This is an optimization exercise on Yosys and OpenROAD, whose aim is a short achievable clock period and few clock cycles, not a production implementation.
The RTL was checked by simulation tests, not by an equivalence proof against the original design.
Power is estimated from default activity; no workload was simulated.

[design/flow/constraint.sdc]
create_clock -name core_clock -period 11.5 [get_ports {clk}]
set_input_delay 2.3000 -clock core_clock [delete_from_list [all_inputs] [get_ports {clk}]]
set_output_delay 2.3000 -clock core_clock [all_outputs]
set_load 0.01 [all_outputs]
[design/flow/design.v]
module control ( input [31:0] idata,     
                 output lui, output auipc, output jal, output jalr, output br,
                 output ld, output st, output opi, output op,
                 output wen,             
                 output usea,            
                 output useb,            
                 output useimm,          
                 output sub,             
                 output sra,             
                 output [2:0] f3,
                 output [4:0] rs1, output [4:0] rs2, output [4:0] rd
               );
    wire [6:0] opc = idata[6:0];
    assign f3  = idata[14:12];
    assign rs1 = idata[19:15];
    assign rs2 = idata[24:20];
    assign rd  = idata[11:7];
    assign lui   = opc == 7'b0110111;
    assign auipc = opc == 7'b0010111;
    assign jal   = opc == 7'b1101111;
    assign jalr  = opc == 7'b1100111;
    assign br    = opc == 7'b1100011 && f3[2:1] != 2'b01;
    assign ld    = opc == 7'b0000011;
    assign st    = opc == 7'b0100011;
    assign opi   = opc == 7'b0010011;
    assign op    = opc == 7'b0110011;
    assign wen    = (lui | auipc | jal | jalr | ld | opi | op) && rd != 5'd0;
    assign usea   = ~(lui | auipc | jal);
    assign useb   = op | br | st;
    assign useimm = ~op;
    assign sub    = op && f3 == 3'd0 && idata[30];
    assign sra    = (op | opi) && f3 == 3'd5 && idata[30];
endmodule
module imm_gen ( input [31:0] idata,      
                 output [31:0] imm,
                 output [31:0] timm
               );
    wire [6:0] opc = idata[6:0];
    wire [31:0] i_imm = {{20{idata[31]}}, idata[31:20]};
    wire [31:0] s_imm = {{20{idata[31]}}, idata[31:25], idata[11:7]};
    wire [31:0] u_imm = {idata[31:12], 12'd0};
    wire [31:0] b_imm = {{20{idata[31]}}, idata[7], idata[30:25], idata[11:8], 1'b0};
    wire [31:0] j_imm = {{12{idata[31]}}, idata[19:12], idata[20], idata[30:21], 1'b0};
    assign imm  = (opc == 7'b0100011) ? s_imm :
                  (opc[4:2] == 3'b101) ? u_imm : i_imm;
    assign timm = (opc[3:2] == 2'b11) ? j_imm :
                  (opc[4:2] == 3'b101) ? u_imm : b_imm;
endmodule
module alu ( input [8:0] sel,       
             input sub,
             input sra,
             input [31:0] a,
             input [31:0] b,         
             input [31:0] c,         
             output [31:0] out,
             output [31:0] sum
           );
    add32c ad (.a(a), .b(b ^ {32{sub}}), .c(sub), .s(sum));
    wire [31:0] sll = a << b[4:0];
    wire [63:0] sre = {{32{sra & a[31]}}, a} >> b[4:0];
    wire seq_, slt, sltu;
    cmp32 sc (.a(a), .b(b), .eq(seq_), .lt(slt), .ltu(sltu));
    assign out = ({32{sel[0]}} & sum) | ({32{sel[1]}} & sll) |
                 {31'd0, (sel[2] & slt) | (sel[3] & sltu)} |
                 ({32{sel[4]}} & (a ^ b)) | ({32{sel[5]}} & sre[31:0]) |
                 ({32{sel[6]}} & (a | b)) | ({32{sel[7]}} & (a & b)) |
                 ({32{sel[8]}} & c);
endmodule
module cmp32 ( input [31:0] a,
               input [31:0] b,
               output eq,
               output lt,      
               output ltu      
             );
    wire [31:0] g0 = a & ~b;
    wire [31:0] e0 = ~(a ^ b);
    wire [15:0] g1, e1;
    wire [7:0]  g2, e2;
    wire [3:0]  g3, e3;
    wire [1:0]  g4, e4;
    genvar i;
    generate
        for (i = 0; i < 16; i = i + 1) begin : l1
            if (i == 15) begin : top
                assign g1[i] = g0[30];
                assign e1[i] = e0[30];
            end else begin : mid
                assign g1[i] = g0[2*i+1] | (e0[2*i+1] & g0[2*i]);
                assign e1[i] = e0[2*i+1] & e0[2*i];
            end
        end
        for (i = 0; i < 8; i = i + 1) begin : l2
            assign g2[i] = g1[2*i+1] | (e1[2*i+1] & g1[2*i]);
            assign e2[i] = e1[2*i+1] & e1[2*i];
        end
        for (i = 0; i < 4; i = i + 1) begin : l3
            assign g3[i] = g2[2*i+1] | (e2[2*i+1] & g2[2*i]);
            assign e3[i] = e2[2*i+1] & e2[2*i];
        end
        for (i = 0; i < 2; i = i + 1) begin : l4
            assign g4[i] = g3[2*i+1] | (e3[2*i+1] & g3[2*i]);
            assign e4[i] = e3[2*i+1] & e3[2*i];
        end
    endgenerate
    wire glo  = g4[1] | (e4[1] & g4[0]);     
    wire elo  = e4[1] & e4[0];               
    wire ltlo = ~glo & ~elo;                 
    wire d31  = a[31] ^ b[31];
    assign eq  = elo & ~d31;
    assign ltu = d31 ? b[31] : ltlo;
    assign lt  = d31 ? a[31] : ltlo;
endmodule
module ldalign ( input [12:0] sel,
                 input [31:0] d,
                 output [31:0] v
               );
    wire sgn = (sel[2] & d[7]) | (sel[3] & d[15]) | (sel[4] & d[23]) | (sel[5] & d[31]);
    assign v[7:0]   = ({8{sel[9]}} & d[7:0]) | ({8{sel[10]}} & d[15:8]) |
                      ({8{sel[11]}} & d[23:16]) | ({8{sel[12]}} & d[31:24]);
    assign v[15:8]  = ({8{sel[7]}} & d[15:8]) | ({8{sel[8]}} & d[31:24]) |
                      {8{sel[1] & sgn}};
    assign v[31:16] = ({16{sel[6]}} & d[31:16]) | {16{sel[0] & sgn}};
endmodule
module add32 ( input [31:0] a, input [31:0] b, output [31:0] s );
    assign s = a + b;
endmodule
module add32c ( input [31:0] a, input [31:0] b, input c, output [31:0] s );
    assign s = a + b + {31'd0, c};
endmodule
module regfile ( input clk,            
                 input reset,          
                 input [4:0] ra0, input [4:0] rb0,    
                 input [4:0] ra1, input [4:0] rb1,    
                 output [31:0] va0, output [31:0] vb0,
                 output [31:0] va1, output [31:0] vb1,
                 input we0, input [4:0] rd0, input [31:0] wd0,
                 input we1, input [4:0] rd1, input [31:0] wd1
               );
    reg [31:0] regs [0:31];
    integer i;
    always @(posedge clk) begin
        for (i = 1; i < 32; i = i + 1)
            if (reset)
                regs[i] <= 32'd0;
            else if (we1 && rd1 == i)
                regs[i] <= wd1;
            else if (we0 && rd0 == i)
                regs[i] <= wd0;
    end
    wire [31:0] rv [0:31];
    genvar g;
    generate
        for (g = 0; g < 32; g = g + 1) begin : rdv
            if (g == 0) assign rv[g] = 32'd0;
            else assign rv[g] = regs[g];
        end
    endgenerate
    assign va0 = rv[ra0];
    assign vb0 = rv[rb0];
    assign va1 = rv[ra1];
    assign vb1 = rv[rb1];
endmodule
module cpu ( input clk,              
             input reset,            
             output [31:0] iaddr,    
             input [31:0] idata,     
             output [31:0] daddr,    
             input [31:0] drdata,    
             output [31:0] dwdata,   
             output [3:0] dwe        
           );
    localparam BW = 5;                  
    localparam CW = 6;                  
    reg  [31:0] pc;
    reg         d_v0, d_v1, d_pred0, d_pred1, d_hit0, d_hit1;
    reg  [1:0]  d_ctr0, d_ctr1;
    reg         d_fold;
    reg  [31:0] d_inst0, d_inst1, d_pc, d_pc1, d_ptgt, d_ptgt0, d_ptgt1;
    reg  [31:0] d_pc4r, d_pc14r;       
    reg         e_v0, e_v1, e_pred0, e_pred1, e_sfb;
    reg         e_hit0, e_hit1;
    reg  [1:0]  e_ctr0, e_ctr1;
    reg         e_jal0, e_jalr0, e_br0, e_ld0, e_st0, e_alu0, e_wen0;
    reg         e_jal1, e_jalr1, e_br1, e_ld1, e_st1, e_alu1, e_wen1;
    reg         e_useimm0, e_sub0, e_sra0, e_useimm1, e_sub1, e_sra1;
    reg  [2:0]  e_f30, e_f31;
    reg  [4:0]  e_rd0, e_rd1;
    reg  [31:0] e_pc, e_pc4, e_pc1, e_pc14, e_tgt0, e_tgt1, e_imm0, e_imm1, e_inst1;
    reg         e_fold;
    reg  [31:0] e_ptgt, e_ptgt0, e_ptgt1;
    reg  [31:0] e_tgt04, e_tgt14, e_pc8, e_pc18;
    reg  [31:0] e_c0, e_c1, e_ra0, e_rb0, e_ra1, e_rb1;
    reg  [2:0]  e_fa0, e_fb0, e_fa1, e_fb1;
    reg  [4:0]  e_fi0, e_fi1;
    reg  [8:0]  e_sel0, e_sel1;
    reg         m_wen0, m_wen1, m_ld0, m_ld1;
    reg  [4:0]  m_rd0, m_rd1;
    reg  [12:0] m_lsel;      
    reg  [31:0] m_res0, m_res1, m_addr, m_sdata;
    reg  [3:0]  m_mask;
    reg  [31:0] m_res0n, m_res1n;        
    reg  [31:BW+2] bt_tag [0:(1<<BW)-1];
    reg  [31:2]    bt_tgt [0:(1<<BW)-1];
    reg  [31:2]    bt_tgt4 [0:(1<<BW)-1];   
    reg  [31:0]    bt_ti [0:(1<<BW)-1];     
    reg  [(1<<BW)-1:0] bt_tiv;
    reg  [1:0]     bt_ctr [0:(1<<BW)-1];
    reg  [(1<<BW)-1:0] bt_v;
    reg  [31:0]        ic_d [0:(1<<CW)-1];
    reg  [31:CW+2]     ic_t [0:(1<<CW)-1];
    reg  [(1<<CW)-1:0] ic_v;
    reg  [31:0] pcn;
    assign iaddr = ~pcn;
    wire [31:0] f_pc4 = pc + 32'd4;
    wire [31:0] f_pc8 = pc + 32'd8;
    reg  [(1<<CW)-1:0] coh, cohn;
    reg  [(1<<BW)-1:0] boh, bohn;
    wire [(1<<CW)-1:0] cohb = ~cohn;
    wire [(1<<BW)-1:0] bohb = ~bohn;
    wire [(1<<BW)-1:0] boh1 = {bohb[(1<<BW)-2:0], bohb[(1<<BW)-1]};    
    wire [(1<<CW)-1:0] coh1 = {cohb[(1<<CW)-2:0], cohb[(1<<CW)-1]};    
    reg  [(1<<CW)-1:0] cm, cm1;
    reg  [(1<<BW)-1:0] bm, bm1;
    reg         f_c1, f_c2, f_hit0, f_hit1, f_pred0, f_pred1, f_tiv, f_tiv1;
    reg  [31:0] f_i1, f_i2;
    reg  [1:0]  f_ctr0, f_ctr1;
    reg  [31:2] f_btgt0, f_btgt1, f_btgt04;
    reg  [31:0] f_ti, f_ti1;
    integer j;
    always @(*) begin
        for (j = 0; j < (1<<CW); j = j + 1) begin
            cm[j]  = ic_v[j] && ic_t[j] == pc[31:CW+2];
            cm1[j] = ic_v[j] && ic_t[j] == (j == 0 ? f_pc4[31:CW+2] : pc[31:CW+2]);
        end
        for (j = 0; j < (1<<BW); j = j + 1) begin
            bm[j]  = bt_v[j] && bt_tag[j] == pc[31:BW+2];
            bm1[j] = bt_v[j] && bt_tag[j] == (j == 0 ? f_pc4[31:BW+2] : pc[31:BW+2]);
        end
        f_c1 = |(coh & cm);
        f_c2 = |(coh1 & cm1);
        f_i1 = 32'd0; f_i2 = 32'd0;
        for (j = 0; j < (1<<CW); j = j + 1) begin
            f_i1 = f_i1 | ({32{coh[j]}} & ic_d[j]);
            f_i2 = f_i2 | ({32{coh1[j]}} & ic_d[j]);
        end
        f_hit0 = |(boh & bm);
        f_hit1 = |(boh1 & bm1);
        f_pred0 = 1'b0; f_pred1 = 1'b0; f_tiv = 1'b0; f_tiv1 = 1'b0;
        f_ctr0 = 2'd0; f_ctr1 = 2'd0;
        f_btgt0 = 30'd0; f_btgt1 = 30'd0; f_btgt04 = 30'd0; f_ti = 32'd0; f_ti1 = 32'd0;
        for (j = 0; j < (1<<BW); j = j + 1) begin
            f_pred0 = f_pred0 | (boh[j] & bm[j] & bt_ctr[j][1]);
            f_pred1 = f_pred1 | (boh1[j] & bm1[j] & bt_ctr[j][1]);
            f_tiv = f_tiv | (boh[j] & bt_tiv[j]);
            f_tiv1 = f_tiv1 | (boh1[j] & bt_tiv[j]);
            f_ctr0 = f_ctr0 | ({2{boh[j]}} & bt_ctr[j]);
            f_ctr1 = f_ctr1 | ({2{boh1[j]}} & bt_ctr[j]);
            f_btgt0 = f_btgt0 | ({30{boh[j]}} & bt_tgt[j]);
            f_btgt1 = f_btgt1 | ({30{boh1[j]}} & bt_tgt[j]);
            f_btgt04 = f_btgt04 | ({30{boh[j]}} & bt_tgt4[j]);
            f_ti = f_ti | ({32{boh[j]}} & bt_ti[j]);
            f_ti1 = f_ti1 | ({32{boh1[j]}} & bt_ti[j]);
        end
    end
    wire        f_tok = f_tiv && f_ti[6:0] != 7'b1101111 &&
                        f_ti[6:0] != 7'b1100111 && f_ti[6:0] != 7'b1100011;
    wire [31:0] f_s1  = f_pred0 ? f_ti : f_i1;
    wire [6:0] op0 = idata[6:0];
    wire [6:0] op1 = f_s1[6:0];
    wire f_wen0 = (op0 == 7'b0110111 || op0 == 7'b0010111 || op0 == 7'b1101111 ||
                   op0 == 7'b1100111 || op0 == 7'b0000011 || op0 == 7'b0010011 ||
                   op0 == 7'b0110011) && idata[11:7] != 5'd0;
    wire f_mem0 = op0 == 7'b0000011 || op0 == 7'b0100011;
    wire f_mem1 = op1 == 7'b0000011 || op1 == 7'b0100011;
    wire f_usea1 = !(op1 == 7'b0110111 || op1 == 7'b0010111 || op1 == 7'b1101111);
    wire f_useb1 = op1 == 7'b0110011 || op1 == 7'b1100011 || op1 == 7'b0100011;
    wire f_dep = f_wen0 && ((f_usea1 && idata[11:7] == f_s1[19:15]) ||
                            (f_useb1 && idata[11:7] == f_s1[24:20]));
    wire f_p1 = (f_pred0 ? f_tok : f_c1) & ~f_dep & ~(f_mem0 & f_mem1);
    wire [31:0] f_bt0 = {f_btgt0, 2'b00};
    wire [31:0] f_bt1 = {f_btgt1, 2'b00};
    wire [31:0] f_bt04 = {f_btgt04, 2'b00};
    wire [31:0] f_nx1 = f_pred0 ? f_bt04 : f_pred1 ? f_bt1 : f_pc8;    
    wire [31:0] f_nx0 = f_pred0 ? f_bt0 : f_pc4;                       
    wire [31:0] f_next = f_p1 ? f_nx1 : f_nx0;
    wire        lui0, auipc0, jal0, jalr0, br0, ld0, st0, opi0, opr0;
    wire        wen0, usea0, useb0, useimm0, sub0, sra0;
    wire [2:0]  f30;
    wire [4:0]  rs10, rs20, rd0;
    wire [31:0] imm0, timm0;
    control dec0 (
        .idata(d_inst0),
        .lui(lui0), .auipc(auipc0), .jal(jal0), .jalr(jalr0), .br(br0),
        .ld(ld0), .st(st0), .opi(opi0), .op(opr0),
        .wen(wen0), .usea(usea0), .useb(useb0), .useimm(useimm0),
        .sub(sub0), .sra(sra0), .f3(f30), .rs1(rs10), .rs2(rs20), .rd(rd0)
    );
    imm_gen ig0 (.idata(d_inst0), .imm(imm0), .timm(timm0));
    wire        lui1, auipc1, jal1, jalr1, br1, ld1, st1, opi1, opr1;
    wire        wen1, usea1, useb1, useimm1, sub1, sra1;
    wire [2:0]  f31;
    wire [4:0]  rs11, rs21, rd1;
    wire [31:0] imm1, timm1;
    control dec1 (
        .idata(d_inst1),
        .lui(lui1), .auipc(auipc1), .jal(jal1), .jalr(jalr1), .br(br1),
        .ld(ld1), .st(st1), .opi(opi1), .op(opr1),
        .wen(wen1), .usea(usea1), .useb(useb1), .useimm(useimm1),
        .sub(sub1), .sra(sra1), .f3(f31), .rs1(rs11), .rs2(rs21), .rd(rd1)
    );
    imm_gen ig1 (.idata(d_inst1), .imm(imm1), .timm(timm1));
    wire [31:0] rv_a0, rv_b0, rv_a1, rv_b1;
    regfile rf (
        .clk(clk), .reset(reset),
        .ra0(rs10), .rb0(rs20), .ra1(rs11), .rb1(rs21),
        .va0(rv_a0), .vb0(rv_b0), .va1(rv_a1), .vb1(rv_b1),
        .we0(m_wen0), .rd0(m_rd0), .wd0(m_val0),
        .we1(m_wen1), .rd1(m_rd1), .wd1(m_val1)
    );
    wire [31:0] m_val0 = m_ld0 ? ldv : ~m_res0n;
    wire [31:0] m_val1 = m_ld1 ? ldv : ~m_res1n;
    function [31:0] wbyp(input [4:0] rs, input [31:0] rv);
        wbyp = (m_wen1 && m_rd1 == rs) ? m_val1 :
               (m_wen0 && m_rd0 == rs) ? m_val0 : rv;
    endfunction
    function [2:0] fsel(input [4:0] rs);
        reg h1, h0;
        begin
            h1 = x1 && e_wen1 && e_rd1 == rs;
            h0 = !h1 && e_v0 && e_wen0 && e_rd0 == rs;
            fsel[2] = h1 && !e_ld1;
            fsel[1] = h0 && !e_ld0;
            fsel[0] = (h1 && e_ld1) || (h0 && e_ld0);    
        end
    endfunction
    wire [2:0]  fs_b0 = fsel(rs20);
    wire [2:0]  fs_b1 = fsel(rs21);
    wire [31:0] d_pc4  = d_pc4r;
    wire [31:0] d_pc14 = d_pc14r;
    wire [31:0] d_tgt0, d_tgt1;
    add32 ad_t0 (.a(d_pc), .b(timm0), .s(d_tgt0));
    add32 ad_t1 (.a(d_pc1), .b(timm1), .s(d_tgt1));
    wire [31:0] d_tgt04, d_tgt14;
    add32 ad_t04 (.a(d_pc4r), .b(timm0), .s(d_tgt04));
    add32 ad_t14 (.a(d_pc14r), .b(timm1), .s(d_tgt14));
    function ldu(input [4:0] r);
        ldu = r != 5'd0 && ((d_v0 && br0 && (rs10 == r || rs20 == r)) ||
                            (d_v1 && br1 && (rs11 == r || rs21 == r)));
    endfunction
    wire stall = (e_v0 && e_ld0 && e_wen0 && ldu(e_rd0)) ||
                 (e_v1 && e_ld1 && e_wen1 && ldu(e_rd1));
    function [31:0] fwd(input [2:0] s, input [31:0] rv);
        fwd = ({32{s[2]}} & m_res1) | ({32{s[1]}} & m_res0) | ({32{s[0]}} & ldv) |
              ({32{s == 3'd0}} & rv);
    endfunction
    wire [31:0] a0 = fwd(e_fa0, e_ra0);
    wire [31:0] b0 = fwd(e_fb0, e_rb0);
    wire [31:0] a1 = fwd(e_fa1, e_ra1);
    wire [31:0] b1 = fwd(e_fb1, e_rb1);
    function [31:0] fwdb(input [2:0] s, input [31:0] rv);
        fwdb = ({32{s[2]}} & m_res1) | ({32{s[1]}} & m_res0) |
               ({32{s == 3'd0}} & rv);
    endfunction
    wire [31:0] ca0 = fwdb(e_fa0, e_ra0);
    wire [31:0] cb0 = fwdb(e_fb0, e_rb0);
    wire [31:0] ca1 = fwdb(e_fa1, e_ra1);
    wire [31:0] cb1 = fwdb(e_fb1, e_rb1);
    function [31:0] fwdi(input [4:0] s, input [31:0] rv, input [31:0] iv);
        fwdi = ({32{s[4]}} & m_res1) | ({32{s[3]}} & m_res0) | ({32{s[2]}} & ldv) |
               ({32{s[1]}} & rv) | ({32{s[0]}} & iv);
    endfunction
    wire [31:0] bi0 = fwdi(e_fi0, e_rb0, e_imm0);
    wire [31:0] bi1 = fwdi(e_fi1, e_rb1, e_imm1);
    wire [31:0] alu0, alu1;
    alu alu_0 (.sel(e_sel0), .sub(e_sub0), .sra(e_sra0), .a(a0),
               .b(bi0), .c(e_c0), .out(alu0), .sum(as0));
    alu alu_1 (.sel(e_sel1), .sub(e_sub1), .sra(e_sra1), .a(a1),
               .b(bi1), .c(e_c1), .out(alu1), .sum(as1));
    wire [31:0] as0, as1;
    wire eq0, lt0, ltu0, eq1, lt1, ltu1;
    cmp32 bc0 (.a(ca0), .b(cb0), .eq(eq0), .lt(lt0), .ltu(ltu0));
    cmp32 bc1 (.a(ca1), .b(cb1), .eq(eq1), .lt(lt1), .ltu(ltu1));
    wire cond0 = e_f30[2] ? ((e_f30[1] ? ltu0 : lt0) ^ e_f30[0]) : (eq0 ^ e_f30[0]);
    wire cond1 = e_f31[2] ? ((e_f31[1] ? ltu1 : lt1) ^ e_f31[0]) : (eq1 ^ e_f31[0]);
    wire tk0 = e_jal0 | (e_br0 & cond0);
    wire tk1 = e_jal1 | (e_br1 & cond1);
    wire skip = e_v0 & e_v1 & e_sfb & cond0 & ~e_pred0 & ~e_pred1;
    wire e_tgtok0 = e_ptgt0 == e_tgt0;       
    wire e_tgtok1 = e_ptgt == e_tgt1;        
    wire e_bt1ok  = e_ptgt1 == e_tgt1;       
    wire jr0  = e_v0 & e_jalr0;
    wire mb0  = e_v0 & ~e_jalr0 & (tk0 ? ~(e_pred0 & e_tgtok0) & ~skip : e_pred0);
    wire mis0 = jr0 | mb0;
    wire x1   = e_v1 & ~mis0 & ~skip;             
    wire jr1  = x1 & e_jalr1;
    wire mb1  = x1 & ~e_jalr1 & (tk1 ? ~(e_pred1 & e_tgtok1) : e_pred1);
    wire mis  = mb0 | mb1;
    wire jr   = jr0 | jr1;
    wire [31:0] fix = mb0 ? (tk0 ? e_tgt0 : e_pc4) : (tk1 ? e_tgt1 : e_pc14);
    wire [32:0] fixi = mb0 ? (tk0 ? {e_at0[32] & e_tgtok0, e_at0[31:0]} : e_an0) :
                             (tk1 ? {e_at1[32] & e_bt1ok, e_at1[31:0]} : e_an1);
    wire        inj  = fixi[32];
    wire [31:0] fix4 = mb0 ? (tk0 ? e_tgt04 : e_pc8) : (tk1 ? e_tgt14 : e_pc18);
    wire [31:0] res0 = alu0;
    wire [31:0] res1 = alu1;
    wire        mem0  = e_ld0 | e_st0;
    wire [31:0] asm   = mem0 ? as0 : as1;
    function [12:0] ldsel(input [2:0] f3, input [1:0] lo);
        reg bt, hf, sg;
        begin
            bt = f3 == 3'd0 || f3 == 3'd4;
            hf = (f3 == 3'd1 || f3 == 3'd5) && !lo[0];
            sg = f3 == 3'd0 || f3 == 3'd1;
            ldsel[12:9] = bt ? (4'b0001 << lo) : hf ? (lo[1] ? 4'b0100 : 4'b0001) :
                          (f3 == 3'd2) ? 4'b0001 : 4'b0000;
            ldsel[8:7]  = hf ? (lo[1] ? 2'b10 : 2'b01) : (f3 == 3'd2) ? 2'b01 : 2'b00;
            ldsel[6]    = f3 == 3'd2;
            ldsel[5:2]  = (bt && sg) ? (4'b0001 << lo) :
                          (hf && sg) ? (lo[1] ? 4'b1000 : 4'b0010) : 4'b0000;
            ldsel[1]    = bt && sg;
            ldsel[0]    = (bt || hf) && sg;
        end
    endfunction
    wire [2:0]  mf3   = mem0 ? e_f30 : e_f31;
    wire [31:0] sb    = mem0 ? b0 : b1;
    wire        st_go = (e_v0 & e_st0) | (x1 & e_st1);
    reg  [3:0]  smask;
    always @(*) begin
        case (mf3)
            3'd0: smask = 4'b0001 << asm[1:0];
            3'd1: smask = (asm[1:0] == 2'd0) ? 4'b0011 :
                          (asm[1:0] == 2'd2) ? 4'b1100 : 4'b0000;
            3'd2: smask = (asm[1:0] == 2'd0) ? 4'b1111 : 4'b0000;
            default: smask = 4'b0000;
        endcase
    end
    wire [31:0] ldv;
    ldalign la (.sel(m_lsel), .d(drdata), .v(ldv));
    assign daddr  = m_addr;
    assign dwdata = m_sdata;
    assign dwe    = {4{~reset}} & m_mask;
    function [(1<<CW)-1:0] cdec(input [CW-1:0] x);
        cdec = {{((1<<CW)-1){1'b0}}, 1'b1} << x;
    endfunction
    function [(1<<BW)-1:0] bdec(input [BW-1:0] x);
        bdec = {{((1<<BW)-1){1'b0}}, 1'b1} << x;
    endfunction
    wire [(1<<CW)-1:0] coh_f  = cdec(fix[CW+1:2]);
    wire [(1<<CW)-1:0] coh_f4 = cdec(fix4[CW+1:2]);
    wire [(1<<CW)-1:0] coh_n1 = f_pred0 ? cdec(f_bt04[CW+1:2]) : f_pred1 ? cdec(f_bt1[CW+1:2]) :
                                {coh[(1<<CW)-3:0], coh[(1<<CW)-1:(1<<CW)-2]};
    wire [(1<<CW)-1:0] coh_n0 = f_pred0 ? cdec(f_bt0[CW+1:2]) : coh1;
    wire [(1<<BW)-1:0] boh_f  = bdec(fix[BW+1:2]);
    wire [(1<<BW)-1:0] boh_f4 = bdec(fix4[BW+1:2]);
    wire [(1<<BW)-1:0] boh_n1 = f_pred0 ? bdec(f_bt04[BW+1:2]) : f_pred1 ? bdec(f_bt1[BW+1:2]) :
                                {boh[(1<<BW)-3:0], boh[(1<<BW)-1:(1<<BW)-2]};
    wire [(1<<BW)-1:0] boh_n0 = f_pred0 ? bdec(f_bt0[BW+1:2]) : boh1;
    wire [(1<<CW)-1:0] coh_j  = cdec(jr_tgt[CW+1:2]);
    wire [(1<<BW)-1:0] boh_j  = bdec(jr_tgt[BW+1:2]);
    integer k;
    reg         jr_pend;
    reg  [32:0] d_at0, d_at1, d_an0, d_an1, e_at0, e_at1, e_an0, e_an1;
    reg         cw_v;
    reg  [(1<<CW)-1:0] cw_oh;
    reg  [31:CW+2] cw_t;
    reg  [31:0] cw_d;
    reg  [31:0] jr_tgt;
    reg         u0, u1, u_tk0, u_tk1;
    reg  [BW-1:0] u_i0, u_i1;
    reg  [31:BW+2] u_tag0, u_tag1;
    reg  [31:2] u_tgt0, u_tgt1;
    reg  [1:0]  u_ctr0, u_ctr1;
    reg         u_tiv0, u_tiv1;
    reg  [31:0] u_ti0, u_ti1;
    wire [BW-1:0] ei0 = e_pc[BW+1:2];
    wire [BW-1:0] ei1 = e_pc1[BW+1:2];
    wire upd0 = e_v0 && (e_br0 || e_jal0);
    wire upd1 = x1 && (e_br1 || e_jal1);
    always @(posedge clk) begin
        jr_pend <= ~reset & jr;
        jr_tgt <= jr0 ? {as0[31:1], 1'b0} : {as1[31:1], 1'b0};
        if (reset) begin
            pc <= 32'd0;
            pcn <= ~32'd0;
            coh <= 1;
            cohn <= ~(1);
            boh <= 1;
            bohn <= ~(1);
        end else if (jr_pend) begin
            pc <= jr_tgt;
            pcn <= ~jr_tgt;
            coh <= coh_j;
            cohn <= ~(coh_j);
            boh <= boh_j;
            bohn <= ~(boh_j);
        end else if (mis) begin
            pc <= inj ? fix4 : fix;
            pcn <= inj ? ~fix4 : ~fix;
            coh <= inj ? coh_f4 : coh_f;
            cohn <= ~(inj ? coh_f4 : coh_f);
            boh <= inj ? boh_f4 : boh_f;
            bohn <= ~(inj ? boh_f4 : boh_f);
        end else if (!stall) begin
            pc <= f_next;
            pcn <= ~f_next;
            coh <= f_p1 ? coh_n1 : coh_n0;
            cohn <= ~(f_p1 ? coh_n1 : coh_n0);
            boh <= f_p1 ? boh_n1 : boh_n0;
            bohn <= ~(f_p1 ? boh_n1 : boh_n0);
        end
        cw_v <= ~reset;
        cw_oh <= {coh[0], coh[(1<<CW)-1:1]};
        cw_t <= coh[0] ? pc[31:CW+2] - 1'b1 : pc[31:CW+2];
        cw_d <= idata;
        for (k = 0; k < (1<<CW); k = k + 1) begin
            if (reset)
                ic_v[k] <= 1'b0;
            else if (cw_v && cw_oh[k])
                ic_v[k] <= 1'b1;
            if (cw_oh[k]) begin
                ic_d[k] <= cw_d;
                ic_t[k] <= cw_t;
            end
        end
        if (reset || jr_pend) begin
            d_v0 <= 1'b0;
            d_v1 <= 1'b0;
        end else if (mis) begin
            d_v0 <= inj;
            d_v1 <= 1'b0;
        end else if (!stall) begin
            d_v0 <= 1'b1;
            d_v1 <= f_p1;
        end
        if (mis) begin
            d_inst0 <= fixi[31:0];
            d_pc <= fix;
            d_pc1 <= fix4;
            d_pc4r <= fix4;
            d_pc14r <= fix4;
            d_fold <= 1'b0;
            d_ptgt0 <= fix4;
            d_ptgt1 <= fix4;
            d_pred0 <= 1'b0;
            d_pred1 <= 1'b0;
            d_hit0 <= 1'b0;
            d_hit1 <= 1'b0;
            d_ptgt <= fix4;
            d_at0 <= 33'd0; d_at1 <= 33'd0; d_an0 <= 33'd0; d_an1 <= 33'd0;
        end else if (!stall) begin
            d_at0 <= {f_hit0 & f_tiv, f_ti};
            d_an0 <= {f_c1, f_i1};
            d_at1 <= {~f_pred0 & f_hit1 & f_tiv1, f_ti1};
            d_an1 <= {~f_pred0 & f_c2, f_i2};
            d_inst0 <= idata;
            d_inst1 <= f_s1;
            d_pc <= pc;
            d_pc1 <= f_pred0 ? f_bt0 : f_pc4;
            d_pc4r <= f_pc4;
            d_pc14r <= f_pred0 ? f_bt04 : f_pc8;
            d_fold <= f_pred0;
            d_ptgt0 <= f_bt0;
            d_ptgt1 <= f_bt1;
            d_pred0 <= f_pred0;
            d_pred1 <= ~f_pred0 & f_p1 & f_pred1;
            d_hit0 <= f_hit0;
            d_hit1 <= f_hit1;
            d_ctr0 <= f_ctr0;
            d_ctr1 <= f_ctr1;
            d_ptgt <= f_next;
        end
        if (reset || mis || jr || jr_pend || stall) begin
            e_v0 <= 1'b0;
            e_v1 <= 1'b0;
        end else begin
            e_v0 <= d_v0;
            e_v1 <= d_v1;
        end
        e_pred0 <= d_pred0;
        e_pred1 <= d_pred1;
        e_ptgt <= d_ptgt;
        e_ptgt0 <= d_ptgt0;
        e_ptgt1 <= d_ptgt1;
        e_sfb <= br0 && timm0 == 32'd8;
        e_hit0 <= d_hit0; e_hit1 <= d_hit1;
        e_ctr0 <= d_ctr0; e_ctr1 <= d_ctr1;
        e_jal0 <= jal0; e_jalr0 <= jalr0; e_br0 <= br0; e_ld0 <= ld0; e_st0 <= st0;
        e_alu0 <= opi0 | opr0; e_wen0 <= wen0;
        e_sel0 <= (opi0 | opr0) ? {1'b0, 8'b1 << f30} : auipc0 ? 9'b000000001 : 9'b100000000;
        e_sel1 <= (opi1 | opr1) ? {1'b0, 8'b1 << f31} : auipc1 ? 9'b000000001 : 9'b100000000;
        e_jal1 <= jal1; e_jalr1 <= jalr1; e_br1 <= br1; e_ld1 <= ld1; e_st1 <= st1;
        e_alu1 <= opi1 | opr1; e_wen1 <= wen1;
        e_useimm0 <= useimm0; e_sub0 <= sub0; e_sra0 <= sra0;
        e_useimm1 <= useimm1; e_sub1 <= sub1; e_sra1 <= sra1;
        e_f30 <= f30; e_f31 <= f31;
        e_rd0 <= rd0; e_rd1 <= rd1;
        e_pc <= d_pc; e_pc4 <= d_pc4; e_pc1 <= d_pc1; e_pc14 <= d_pc14;
        e_fold <= d_fold; e_inst1 <= d_inst1;
        e_tgt04 <= d_tgt04; e_tgt14 <= d_tgt14;
        e_at0 <= d_at0; e_at1 <= d_at1; e_an0 <= d_an0; e_an1 <= d_an1;
        e_pc8 <= d_pc4r + 32'd4; e_pc18 <= d_pc14r + 32'd4;
        e_tgt0 <= d_tgt0; e_tgt1 <= d_tgt1;
        e_imm0 <= imm0; e_imm1 <= imm1;
        e_c0 <= lui0 ? imm0 : d_pc4;
        e_c1 <= lui1 ? imm1 : d_pc14;
        e_ra0 <= auipc0 ? d_pc : wbyp(rs10, rv_a0);
        e_rb0 <= wbyp(rs20, rv_b0);
        e_ra1 <= auipc1 ? d_pc1 : wbyp(rs11, rv_a1);
        e_rb1 <= wbyp(rs21, rv_b1);
        e_fa0 <= auipc0 ? 3'd0 : fsel(rs10);
        e_fb0 <= fsel(rs20);
        e_fi0 <= useimm0 ? 5'b00001 : {fs_b0, fs_b0 == 3'd0, 1'b0};
        e_fi1 <= useimm1 ? 5'b00001 : {fs_b1, fs_b1 == 3'd0, 1'b0};
        e_fa1 <= auipc1 ? 3'd0 : fsel(rs11);
        e_fb1 <= fsel(rs21);
        if (reset) begin
            m_wen0 <= 1'b0;
            m_wen1 <= 1'b0;
            m_mask <= 4'd0;
        end else begin
            m_wen0 <= e_v0 & e_wen0;
            m_wen1 <= x1 & e_wen1;
            m_mask <= st_go ? smask : 4'd0;
        end
        m_ld0 <= e_ld0; m_ld1 <= e_ld1;
        m_rd0 <= e_rd0; m_rd1 <= e_rd1;
        m_res0 <= res0; m_res1 <= res1;
        m_res0n <= ~res0; m_res1n <= ~res1;
        m_lsel <= ldsel(mf3, asm[1:0]);
        m_addr <= asm;
        m_sdata <= (mf3[1:0] == 2'd0) ? {4{sb[7:0]}} :
                   (mf3[1:0] == 2'd1) ? {2{sb[15:0]}} : sb;
        u0 <= !reset && upd0 && (tk0 ? !(e_sfb && e_br0 && !e_hit0) : e_hit0);
        u1 <= !reset && upd1 && (tk1 || e_hit1);
        u_tk0 <= tk0; u_tk1 <= tk1;
        u_i0 <= ei0; u_i1 <= ei1;
        u_tag0 <= e_pc[31:BW+2]; u_tag1 <= e_pc1[31:BW+2];
        u_tiv0 <= (e_fold && e_v1) || (d_v0 && d_pc == e_tgt0);
        u_ti0 <= (e_fold && e_v1) ? e_inst1 : d_inst0;
        u_tiv1 <= d_v0 && d_pc == e_tgt1;
        u_ti1 <= d_inst0;
        u_tgt0 <= e_tgt0[31:2]; u_tgt1 <= e_tgt1[31:2];
        u_ctr0 <= !tk0 ? ((e_ctr0 == 2'b00) ? 2'b00 : e_ctr0 - 2'b01) :
                  !e_hit0 ? 2'b10 : (e_ctr0 == 2'b11) ? 2'b11 : e_ctr0 + 2'b01;
        u_ctr1 <= !tk1 ? ((e_ctr1 == 2'b00) ? 2'b00 : e_ctr1 - 2'b01) :
                  !e_hit1 ? 2'b10 : (e_ctr1 == 2'b11) ? 2'b11 : e_ctr1 + 2'b01;
        for (k = 0; k < (1<<BW); k = k + 1) begin
            if (reset)
                bt_v[k] <= 1'b0;
            else if ((u0 && u_tk0 && u_i0 == k) || (u1 && u_tk1 && u_i1 == k))
                bt_v[k] <= 1'b1;
            if (reset)
                bt_tiv[k] <= 1'b0;
            else if (u1 && u_tk1 && u_i1 == k)
                bt_tiv[k] <= u_tiv1;
            else if (u0 && u_tk0 && u_i0 == k)
                bt_tiv[k] <= u_tiv0;
            if (u1 && u_i1 == k) begin
                bt_tag[k] <= u_tag1;
                bt_tgt[k] <= u_tgt1;
                bt_ctr[k] <= u_ctr1;
                if (u_tk1) begin
                    bt_tgt4[k] <= u_tgt1 + 30'd1;
                    bt_ti[k] <= u_ti1;
                end
            end else if (u0 && u_i0 == k) begin
                bt_tag[k] <= u_tag0;
                bt_tgt[k] <= u_tgt0;
                bt_ctr[k] <= u_ctr0;
                if (u_tk0) begin
                    bt_tgt4[k] <= u_tgt0 + 30'd1;
                    bt_ti[k] <= u_ti0;
                end
            end
        end
    end
endmodule
[design/flow/flow/run.sh]
#!/bin/bash
# Standard ORFS flow (the standard.sh), with these changes:
#  - repair_timing aims well below the target period (larger setup margin),
#  - the reset and dwe pins are kept together on one edge, so that the
#    reset -> dwe gating path is short,
#  - antenna repair after detailed routing may take up to 20 rounds,
#  - if global routing fails on congestion after its timing repair, it is
#    run again without that repair.
set -euo pipefail
HERE=$(pwd)
sed -e 's/SETUP_SLACK_MARGIN=[^ ]*/SETUP_SLACK_MARGIN=6/' \
    -e "s|\"\${@:-finish}\"|MAX_REPAIR_ANTENNAS_ITER_DRT=20 IO_CONSTRAINTS=$HERE/flow/io.tcl \"\${@:-finish}\"|" \
    standard.sh > my_standard.sh
if ! bash my_standard.sh > flow_make.log 2>&1; then
    sed -i -e "s|IO_CONSTRAINTS=|SKIP_INCREMENTAL_REPAIR=1 IO_CONSTRAINTS=|" my_standard.sh
    bash my_standard.sh > flow_make2.log 2>&1
fi
[design/flow/standard.sh]
#!/bin/bash
# synth_recipe.tcl (not shown) runs the flow's synth.tcl, then flattens the netlist and writes it again
# the make line also repeats each setting of config.mk as NAME=value (left out here)
make -C /OpenROAD-flow-scripts/flow DESIGN_CONFIG=/design/flow/config.mk WORK_HOME=/design/flow/orfs CLKGATE_MAP_FILE= SYNTH_SCRIPT=/design/flow/synth_recipe.tcl "${@:-finish}"
[design/flow/config.mk]
export PLATFORM = sky130hd
export DESIGN_NAME = cpu
export DESIGN_NICKNAME = cpu
export VERILOG_FILES = /design/flow/design.v
export SDC_FILE = /design/flow/constraint.sdc
export NUM_CORES = 8
export LEC_CHECK = 0
export CAP_MARGIN = 30
export CELL_PAD_IN_SITES_DETAIL_PLACEMENT = 1
export CELL_PAD_IN_SITES_GLOBAL_PLACEMENT = 1
export CORE_MARGIN = 2
export CORE_UTILIZATION = 30
export PLACE_DENSITY = 0.45
export SETUP_SLACK_MARGIN = 4
export SLEW_MARGIN = 40
export TNS_END_PERCENT = 25
[design/flow/flow/io.tcl]
set_io_pin_constraint -group -order -pin_names {dwe[0] dwe[1] reset dwe[2] dwe[3]}
==> impl_metrics.yaml, run 1 <==
worst_setup_path:
  ff2ff_path_depth: 11
  r2r-end: "e_rb0[24]$_DFF_P_"
  cp.depth: 11
  crit_family: "simple AND/OR/NAND/NOR gates"
  cp_max_fo: 16
  crit_buf_inv: 3
  crit_required_ps: 12700
  end_kind: "flop"
  cpMaxStageDelayCell: "nor2_4"
  worstPathArrival_ps: 7410
  rrSetupSlack_ps: 5290
  startpoint: "d_inst0[24]$_DFFE_PP_"
  critPathKind: "reg2reg"
  max_stage_delay_ps: 880
  path_cells: "buf_4 -> nand2b_2 -> nor2_4 -> buf_4 -> buf_4 -> a22oi_1 -> nand3_1 -> a2111oi_0 -> nand4_1 -> nand2_1 -> o21ai_0"
  cpMostUsedCell: "buf_4"
  r2r_start: "d_inst0[24]$_DFFE_PP_"
  timing.critical_path.to: "e_rb0[24]$_DFF_P_"
  worst_setup_path_start_kind: "flop"
floorplan:
  core-area_mm2: 1.76
  start_util: 0.300
  die_x_um: 1330
  pin_count: 166
  die-area_mm2: 1.77
  die_h_um: 1330
  rows: 487
logic_synthesis:
  ys_warn_count: 10
  synth_ff_type: "edfxtp_1"
  synth-seq-area-share: 0.550
  synth.top_cells.by_count: "10,900 x nand2_1, 7,680 x edfxtp_1, 3,649 x clkbuf_1, 3,394 x nor2_1, 2,971 x dfxtp_1"
  yosys-top-cells-area: "edfxtp_1 44%, dfxtp_1 11%, nand2_1 7.8%, a22oi_1 4.1%, xnor2_1 3.7%"
  syn_nets: 52800
  synth_top_area_share: 0.437
  synthArstFlopShare: 0
  synth_area_mm2: 0.527
  synth.most_common_cell: "nand2_1"
  synth.avg_cell_area_um2: 10.1
  ys_ff_latch: 10700
  synth_edf_count: 7680
  yosys.cell_types.count: 114
  synth.largest_area_cell: "edfxtp_1"
  postSynthCellCount: 52300
timing:
  max_freq_mhz: 161
  post-route-period-util: 0.540
  setup_ws_ps: 5290
  maxSlewHeadroom: 0.245
  rsz0062_at_grt: "yes"
  whs_ps: 302
  tns_ps: 0
  finalCriticalPeriod_ps: 6210
  drv_slew: 0
  finalClockSkew_ps: 147
  tightest_slew_ps: 1130
  hold_viol_final: 0
  setup_viol: 0
detailed_routing:
  post_drt_wl_per_cell_um: 59.5
  drcViolationCount: 0
  routed_via_density: 7.23
  dr_total_vias: 567000
  ant_nets: 0
  finalWirelength_um: 4670000
  drt_pass1_iterations: 13
  first_iter_violations: 115000
layout:
  final_nets: 53200
  drive_above_1_share: 0.149
  num-fill-cells: 190000
  fin_area_mm2: 0.640
  syn_to_final_growth_pct: 21.5
clocking:
  htreeDepth: 7
  path_clk_slew_ps: 60
  root_buffer: "clkbuf_16"
  clock-sinks: 10700
  cts-hold-fix-buffers: 0
  clock_path_buffers: 6
  clock_latency_ps: 1470
  cts_tree: "done"
  cts_buffers: 1410
pwr:
  p_leak_nw: 229
  p_per_area_mw_per_mm2: 150
  ir_drop_uv: 224
placement:
  place_congestion: 1.01
  hpwl_um: 2970000
  portBuffers: 165
  place_ws_ps: 3080
  place_area_mm2: 0.577
global_routing:
  grt-ovfl-total: 0
  grt_max_degree: 159
  antenna_found_initial: 911
  track_usage: 0.504
  grt_pass1_wl_um: 5790000
  grt_pass1_vias: 500000
min_path:
  hp-start: "d_ctr1[0]$_DFFE_PP_"
  hold_class: "reg2reg"
job:
  maxCapViolCount: 0
status:
  status: "timing/DRC/antenna clean"
-- how the worst min path moves through the flow --
stage / slack [ps] / cells past startpoint / endpoint
3_3_place_gp: 320 / 0 / u_i1[2]$_DFF_P_
2_1_floorplan: 310 / 0 / u_i0[0]$_DFF_P_
4_1_cts: 310 / 0 / e_at0[2]$_DFF_P_
3_5_place_dp: 310 / 0 / u_tag0[22]$_DFF_P_
5_1_grt: 310 / 0 / e_ctr1[0]$_DFF_P_
6_report: 300 / 0 / e_ctr1[0]$_DFF_P_
-- state kept, by name, summed over array words and instances, names as in the netlist, 33 cells and up --
signal / count
bt_ctr: 64
bt_tag: 800
bt_tgt: 960
bt_tgt4: 960
bt_ti: 1024
coh: 64
cohn: 64
cw_oh: 64
d_an0: 33
d_an1: 33
d_at0: 33
d_at1: 33
e_an0: 33
e_an1: 33
e_at0: 33
e_at1: 33
ic_d: 2048
ic_t: 1536
ic_v: 64
rf.regs: 992
-- per-layer routing --
metal	routed length (um)	vias up	track usage
li1	-	196000	-
met1	1720000	293000	0.620
met2	1860000	59500	0.693
met3	641000	17700	0.208
met4	446000	254	0.395
met5	3770	-	0.00505
-- per-stage QoR --
stage	utilization	instances	power [mW]
after floorplan	-	52300	46.2
after global placement	0.324	73700	51.2
final	0.365	78500	96.2
after global routing	0.364	77600	97.2
after detailed placement	0.328	74000	51.4
after CTS	0.359	77000	95.3
-- layout make-up --
| cell class | instances | area [um^2] | share of cell area |
|---|---|---|---|
| Sequential cell | 10700 | 291000 | 0.455 |
| Clock buffer | 1923 | 39100 | 0.0611 |
| Multi-Input combinational cell | 36300 | 229000 | 0.358 |
| Timing Repair Buffer | 3850 | 41300 | 0.0645 |
| Tap cell | 23500 | 29400 | 0.0459 |
| Antenna cell | 1203 | 3010 | 0.00470 |
| Clock inverter | 556 | 4720 | 0.00737 |
| Timing Repair inverter | 3 | 26.3 | 0.0000410 |
| Inverter | 551 | 2470 | 0.00386 |
-- power breakdown --
group          internal [mW]  switching (mW)  total (mW)
logic                   2.02            6.81        8.83
registers               41.7            1.06        42.7
clock network           25.3            19.4        44.7
-- cell usage in the layout, fill, tap and decap left out, types with 136 or more instances in the layout --
master,count
mux2i_1,405
diode_2,1203
a21o_1,238
dfxtp_4,295
dfxtp_1,2564
clkbuf_16,1464
clkinv_2,254
a211oi_1,365
nor2_4,192
nand2b_1,136
xnor2_1,2167
nand3_1,950
a22o_1,1939
nor2_1,3165
nand2_1,10800
inv_1,419
a221oi_1,1667
buf_4,2570
o21ai_0,1665
buf_12,421
nor4_1,262
o211ai_1,938
mux2_2,139
and3_1,150
clkbuf_1,355
xor2_1,745
ha_1,429
a21oi_1,1870
buf_16,164
a221o_1,222
edfxtp_1,7680
a22oi_1,2869
nand4_1,1437
nor3_1,417
clkinv_1,197
nor2b_1,168
a222oi_1,163
buf_6,376
-- what timing repair did --
| action | 4_1_cts | 5_1_grt |
|---|---|---|
| pin swaps | 266 | 282 |
| endpoints found under the setup margin | 1205 | 1051 |
| endpoints found under the hold margin | 0 | 0 |
| buffers inserted | 405 | 240 |
| resized for setup | 995 | 637 |
| cloned | 73 | 26 |
-- worst register-to-register path, cell delays in order, from the launching register on --
cell and delay (ps):
edfxtp_1 640, buf_4 750, nand2b_2 520, nor2_4 880, buf_4 540, buf_4 710
a22oi_1 170, nand3_1 130, a2111oi_0 100, nand4_1 290, nand2_1 430, o21ai_0 820
-- cell families (layout without fill, tap and decap cells) --
| group | after synthesis | after routing | share of synthesized area |
|---|---|---|---|
| adders and majority gates | 445 | 445 | 0.0106 |
| and+or+nand+nor | 18800 | 18800 | 0.152 |
| xor gates and xnor gates | 3006 | 3006 | 0.0500 |
| DFF | 10700 | 10700 | 0.550 |
| AOI/OAI and AO/OA | 13400 | 13400 | 0.185 |
| buffers and inverters | 5368 | 6883 | 0.0397 |
| other | 0 | 1203 | 0 |
| muxes | 630 | 630 | 0.0124 |
Testbench counts, summed over its fixed seeds: cycles 723,595.
==> run 2, diff against run 1 <==
--- a/design/flow/design.v
+++ b/design/flow/design.v
@@ -215,8 +215,9 @@
     wire [31:0] f_pc8 = pc + 32'd8;
-    reg  [(1<<CW)-1:0] coh, cohn;
-    reg  [(1<<BW)-1:0] boh, bohn;
+    reg  [(1<<CW)-1:0] coh, cohn, cohr;
+    reg  [(1<<BW)-1:0] boh, bohn, bohr, bohrn;
     wire [(1<<CW)-1:0] cohb = ~cohn;
     wire [(1<<BW)-1:0] bohb = ~bohn;
-    wire [(1<<BW)-1:0] boh1 = {bohb[(1<<BW)-2:0], bohb[(1<<BW)-1]};    
-    wire [(1<<CW)-1:0] coh1 = {cohb[(1<<CW)-2:0], cohb[(1<<CW)-1]};    
+    wire [(1<<BW)-1:0] boh1 = bohr;                  
+    wire [(1<<BW)-1:0] boh1d = ~bohrn;               
+    wire [(1<<CW)-1:0] coh1 = cohr;                  
     reg  [(1<<CW)-1:0] cm, cm1;
@@ -242,3 +243,3 @@
         for (j = 0; j < (1<<CW); j = j + 1) begin
-            f_i1 = f_i1 | ({32{coh[j]}} & ic_d[j]);
+            f_i1 = f_i1 | ({32{cohb[j]}} & ic_d[j]);
             f_i2 = f_i2 | ({32{coh1[j]}} & ic_d[j]);
@@ -246,3 +247,3 @@
         f_hit0 = |(boh & bm);
-        f_hit1 = |(boh1 & bm1);
+        f_hit1 = |(boh1d & bm1);
         f_pred0 = 1'b0; f_pred1 = 1'b0; f_tiv = 1'b0; f_tiv1 = 1'b0;
@@ -253,6 +254,6 @@
             f_pred1 = f_pred1 | (boh1[j] & bm1[j] & bt_ctr[j][1]);
-            f_tiv = f_tiv | (boh[j] & bt_tiv[j]);
-            f_tiv1 = f_tiv1 | (boh1[j] & bt_tiv[j]);
-            f_ctr0 = f_ctr0 | ({2{boh[j]}} & bt_ctr[j]);
-            f_ctr1 = f_ctr1 | ({2{boh1[j]}} & bt_ctr[j]);
+            f_tiv = f_tiv | (bohb[j] & bt_tiv[j]);
+            f_tiv1 = f_tiv1 | (boh1d[j] & bt_tiv[j]);
+            f_ctr0 = f_ctr0 | ({2{bohb[j]}} & bt_ctr[j]);
+            f_ctr1 = f_ctr1 | ({2{boh1d[j]}} & bt_ctr[j]);
             f_btgt0 = f_btgt0 | ({30{boh[j]}} & bt_tgt[j]);
@@ -260,4 +261,4 @@
             f_btgt04 = f_btgt04 | ({30{boh[j]}} & bt_tgt4[j]);
-            f_ti = f_ti | ({32{boh[j]}} & bt_ti[j]);
-            f_ti1 = f_ti1 | ({32{boh1[j]}} & bt_ti[j]);
+            f_ti = f_ti | ({32{bohb[j]}} & bt_ti[j]);
+            f_ti1 = f_ti1 | ({32{boh1d[j]}} & bt_ti[j]);
         end
@@ -444,2 +445,8 @@
     endfunction
+    function [(1<<CW)-1:0] rotc(input [(1<<CW)-1:0] x);
+        rotc = {x[(1<<CW)-2:0], x[(1<<CW)-1]};
+    endfunction
+    function [(1<<BW)-1:0] rotb(input [(1<<BW)-1:0] x);
+        rotb = {x[(1<<BW)-2:0], x[(1<<BW)-1]};
+    endfunction
     function [(1<<BW)-1:0] bdec(input [BW-1:0] x);
@@ -459,2 +466,12 @@
     wire [(1<<BW)-1:0] boh_j  = bdec(jr_tgt[BW+1:2]);
+    wire [(1<<CW)-1:0] cohr_j  = rotc(coh_j);
+    wire [(1<<CW)-1:0] cohr_f  = rotc(coh_f);
+    wire [(1<<CW)-1:0] cohr_f4 = rotc(coh_f4);
+    wire [(1<<CW)-1:0] cohr_n1 = rotc(coh_n1);
+    wire [(1<<CW)-1:0] cohr_n0 = rotc(coh_n0);
+    wire [(1<<BW)-1:0] bohr_j  = rotb(boh_j);
+    wire [(1<<BW)-1:0] bohr_f  = rotb(boh_f);
+    wire [(1<<BW)-1:0] bohr_f4 = rotb(boh_f4);
+    wire [(1<<BW)-1:0] bohr_n1 = rotb(boh_n1);
+    wire [(1<<BW)-1:0] bohr_n0 = rotb(boh_n0);
     integer k;
@@ -485,4 +502,7 @@
             coh <= 1;
+            cohr <= 2;
             cohn <= ~(1);
             boh <= 1;
+            bohr <= 2;
+            bohrn <= ~2;
             bohn <= ~(1);
@@ -492,4 +512,7 @@
             coh <= coh_j;
+            cohr <= cohr_j;
             cohn <= ~(coh_j);
             boh <= boh_j;
+            bohr <= bohr_j;
+            bohrn <= ~bohr_j;
             bohn <= ~(boh_j);
@@ -499,4 +522,7 @@
             coh <= inj ? coh_f4 : coh_f;
+            cohr <= inj ? cohr_f4 : cohr_f;
             cohn <= ~(inj ? coh_f4 : coh_f);
             boh <= inj ? boh_f4 : boh_f;
+            bohr <= inj ? bohr_f4 : bohr_f;
+            bohrn <= ~(inj ? bohr_f4 : bohr_f);
             bohn <= ~(inj ? boh_f4 : boh_f);
@@ -506,4 +532,7 @@
             coh <= f_p1 ? coh_n1 : coh_n0;
+            cohr <= f_p1 ? cohr_n1 : cohr_n0;
             cohn <= ~(f_p1 ? coh_n1 : coh_n0);
             boh <= f_p1 ? boh_n1 : boh_n0;
+            bohr <= f_p1 ? bohr_n1 : bohr_n0;
+            bohrn <= ~(f_p1 ? bohr_n1 : bohr_n0);
             bohn <= ~(f_p1 ? boh_n1 : boh_n0);
==> impl_metrics.yaml, run 2 <==
status:
  status: "timing/DRC/antenna clean"
worst_setup_path:
  max_stage_delay_ps: 690
  path_cells: "inv_2 -> buf_4 -> a22o_1 -> a221o_1 -> nor4_1 -> nand3_2 -> nand2_1 -> nor3_1 -> buf_4 -> mux2i_1 -> nor2b_1 -> a21o_1 -> nor3_4 -> buf_12 -> buf_12 -> mux2i_4 -> a211oi_4 -> a2111o_1"
  worstPathArrival_ps: 7500
  crit_family: "simple AND/OR/NAND/NOR gates"
  r2r_start: "cohn[23]$_SDFFE_PP1P_"
  r2r-end: "pcn[23]$_SDFFE_PP1P_"
  rrSetupSlack_ps: 5220
  crit_required_ps: 12720
  cpMaxStageDelayCell: "dfxtp_1"
  end_kind: "flop"
  worst_setup_path_start_kind: "flop"
  cp_max_fo: 17
  critPathKind: "reg2reg"
  crit_buf_inv: 5
  ff2ff_path_depth: 18
timing:
  finalCriticalPeriod_ps: 6280
  setup_viol: 0
  hold_viol_final: 0
  tns_ps: 0
  max_freq_mhz: 159
  rsz0062_at_grt: "yes"
  tightest_slew_ps: 1130
  maxSlewHeadroom: 0.250
  drv_slew: 0
  setup_ws_ps: 5220
  finalClockSkew_ps: 296
  post-route-period-util: 0.546
  whs_ps: 212
clocking:
  cts_buffers: 1398
  cts_tree: "done"
  cts-hold-fix-buffers: 0
  clock-sinks: 10700
  path_clk_slew_ps: 60
  clock_path_buffers: 6
  htreeDepth: 7
  clock_latency_ps: 1560
  root_buffer: "clkbuf_16"
layout:
  reg_top3: "ic_d (2048), ic_t (1536), bt_ti (1024)"
  drive_above_1_share: 0.150
  largest-register: "ic_d"
  layoutNonFillerInstCount: 78500
  num-fill-cells: 191000
  final_common_cell: "nand2_1"
  seqCellArea_mm2: 0.291
  syn_to_final_growth_pct: 21.2
  layout_common_cells: "10,900 x nand2_1, 7,680 x edfxtp_1, 3,057 x nor2_1, 2,507 x dfxtp_1, 2,504 x buf_4"
  final_nets: 53600
  largest_register_ffs: 2048
  multiInputGateArea_mm2: 0.230
  post-route-util: 0.365
floorplan:
  pin_count: 166
  die-area_mm2: 1.77
  die_x_um: 1330
  die_h_um: 1330
  rows: 487
  core-area_mm2: 1.76
  start_util: 0.301
detailed_routing:
  post_drt_wl_per_cell_um: 57.7
  ant_nets: 0
  dr_total_vias: 557000
  routed_via_density: 7.10
  drt_pass1_iterations: 11
  drcViolationCount: 0
  finalWirelength_um: 4530000
  first_iter_violations: 114000
global_routing:
  grt_max_degree: 178
  grt_pass1_vias: 502000
  antenna_found_initial: 847
  track_usage: 0.487
  grt_pass1_wl_um: 5670000
  grt-ovfl-total: 0
min_path:
  hold_class: "reg2reg"
  whs_path_depth: 0
  hp-start: "e_pc[13]$_DFF_P_"
  min_to: "u_tag0[13]$_DFF_P_"
placement:
  place_congestion: 1.01
  place_ws_ps: 2750
  portBuffers: 165
  hpwl_um: 2880000
  placedCellCount: 74300
logic_synthesis:
  synth_ff_type: "edfxtp_1"
  postSynthCellCount: 52700
  yosys.cell_types.count: 118
  ys_ff_latch: 10700
  yosys-top-cells-area: "edfxtp_1 44%, dfxtp_1 11%, nand2_1 7.9%, xnor2_1 4.1%, a22oi_1 3.5%"
  syn_nets: 53300
  synth.top_cells.by_count: "11,100 x nand2_1, 7,680 x edfxtp_1, 3,645 x clkbuf_1, 3,294 x nor2_1, 2,971 x dfxtp_1"
  synth_top_area_share: 0.436
  synth.most_common_cell: "nand2_1"
  synth.largest_area_cell: "edfxtp_1"
  synth_area_mm2: 0.529
  synth_edf_count: 7680
  synthArstFlopShare: 0
  synth-seq-area-share: 0.548
  ys_warn_count: 10
  synth.avg_cell_area_um2: 10.0
pwr:
  p_sw_mw: 29.5
  power_frac_comb: 0.114
  ir_drop_uv: 153
  p_leak_nw: 227
  pwr-share-seq: 0.437
  p_per_area_mw_per_mm2: 155
  p_int_mw: 70.1
  switching_share: 0.296
  p_clk_frac: 0.449
job:
  maxCapViolCount: 0
## run 2: cell count changes in the layout (fill, tap and decap cells not counted), moves of 242 or more
cell and delta:
a22oi_1 -415, diode_2 -268, inv_1 +442, o22ai_1 +359, xnor2_1 +242, xor2_1 -264
## run 2: metal layers
metal / up-vias / track usage / share of wire
li1: 197000 / - / -
met1: 290000 / 0.617 / 0.37
met2: 55300 / 0.675 / 0.40
met3: 15500 / 0.168 / 0.13
met4: 253 / 0.376 / 0.094
met5: - / 0.00425 / 0.00069
## run 2: stage by stage
| stage | power [mW] | area [um^2] |
|---|---|---|
| floorplan | 47.8 | 529000 |
| finish | 99.6 | 641000 |
| global route | 101 | 639000 |
| global placement | 54.4 | 569000 |
| CTS | 98.7 | 635000 |
| detailed placement | 54.6 | 576000 |
## run 2: worst max-delay path by stage
stage                          startpoint                  endpoint  cells past startpoint
finish              cohn[23]$_SDFFE_PP1P_      pcn[23]$_SDFFE_PP1P_                     18
global route          pc[25]$_SDFFE_PP0P_     bohn[20]$_SDFFE_PP1P_                     22
CTS                             drdata[8]        m_addr[30]$_DFF_P_                     22
detailed placement             drdata[18]        jr_tgt[24]$_DFF_P_                     22
global placement                 idata[8]     cohn[19]$_SDFFE_PP1P_                     12
floorplan                 u_i0[4]$_DFF_P_  bt_tgt4[5][10]$_DFFE_PP_                      6
## run 2: logic make-up after synthesis
kind of cell               count (synthesis)  synth area share
AOI/OAI and AO/OA                      13300             0.182
xor gates and xnor gates                3037            0.0503
adders and majority gates                445            0.0106
buffers and inverters                   5799            0.0424
DFF                                    10700             0.548
muxes                                    698            0.0138
and+or+nand+nor                        18800             0.153
## run 2: area by class of cell
type,count,share of cell area
Multi-Input combinational cell,36300,0.359
Timing Repair inverter,4,0.0000547
Clock buffer,1895,0.0604
Antenna cell,935,0.00365
Timing Repair Buffer,3717,0.0622
Clock inverter,569,0.00830
Tap cell,23500,0.0458
Inverter,983,0.00620
Sequential cell,10700,0.455
## run 2: power groups by stage
stage	logic, mW	registers (mW)	clock network [mW]
CTS	10.6	43.4	44.6
floorplan	4.57	43.2	0
global placement	10.1	44.3	0
global route	11.3	43.4	45.9
finish	11.4	43.5	44.7
detailed placement	10.4	44.2	0
## run 2: repair_timing
| item | 4_1_cts | 5_1_grt |
|---|---|---|
| setup buffers | 551 | 162 |
| gates resized for setup | 1444 | 440 |
| setup endpoints to repair | 1194 | 884 |
| gates cloned | 92 | 9 |
| pin swaps | 341 | 198 |
Testbench counts of run 2, summed over its fixed seeds: cycles 723,595.

what the ideal ports hide:
In the flow no input, the clock included, has a driving cell. The finished layouts below were timed again as built, in two steps.
Step 1, drivers: a clkbuf_16 drives clk and a buf_2 each remaining input, both assumed.
Step 2 moves the port delays by t, midway between the first and last clock arrival at a register: inputs arrive t later, outputs are due t later. That takes back most of the time a late clock gives input paths.
Slacks: ideal ports / drivers / drivers and shift; pairs: ideal ports / drivers.
run	t, ns	setup slack, ns	worst setup path at the end	clock arrival spread, ns
run 1	1.624	5.290 / 5.290 / 4.511	input to register	0.172 / 0.172
run 2	1.615	5.220 / 5.220 / 4.232	input to register	0.297 / 0.298
After both steps setup and hold are still met in every run listed. The setup slack of run 2, which loses most, moves by 0.000 ns with the drivers and by -0.988 ns with both steps.
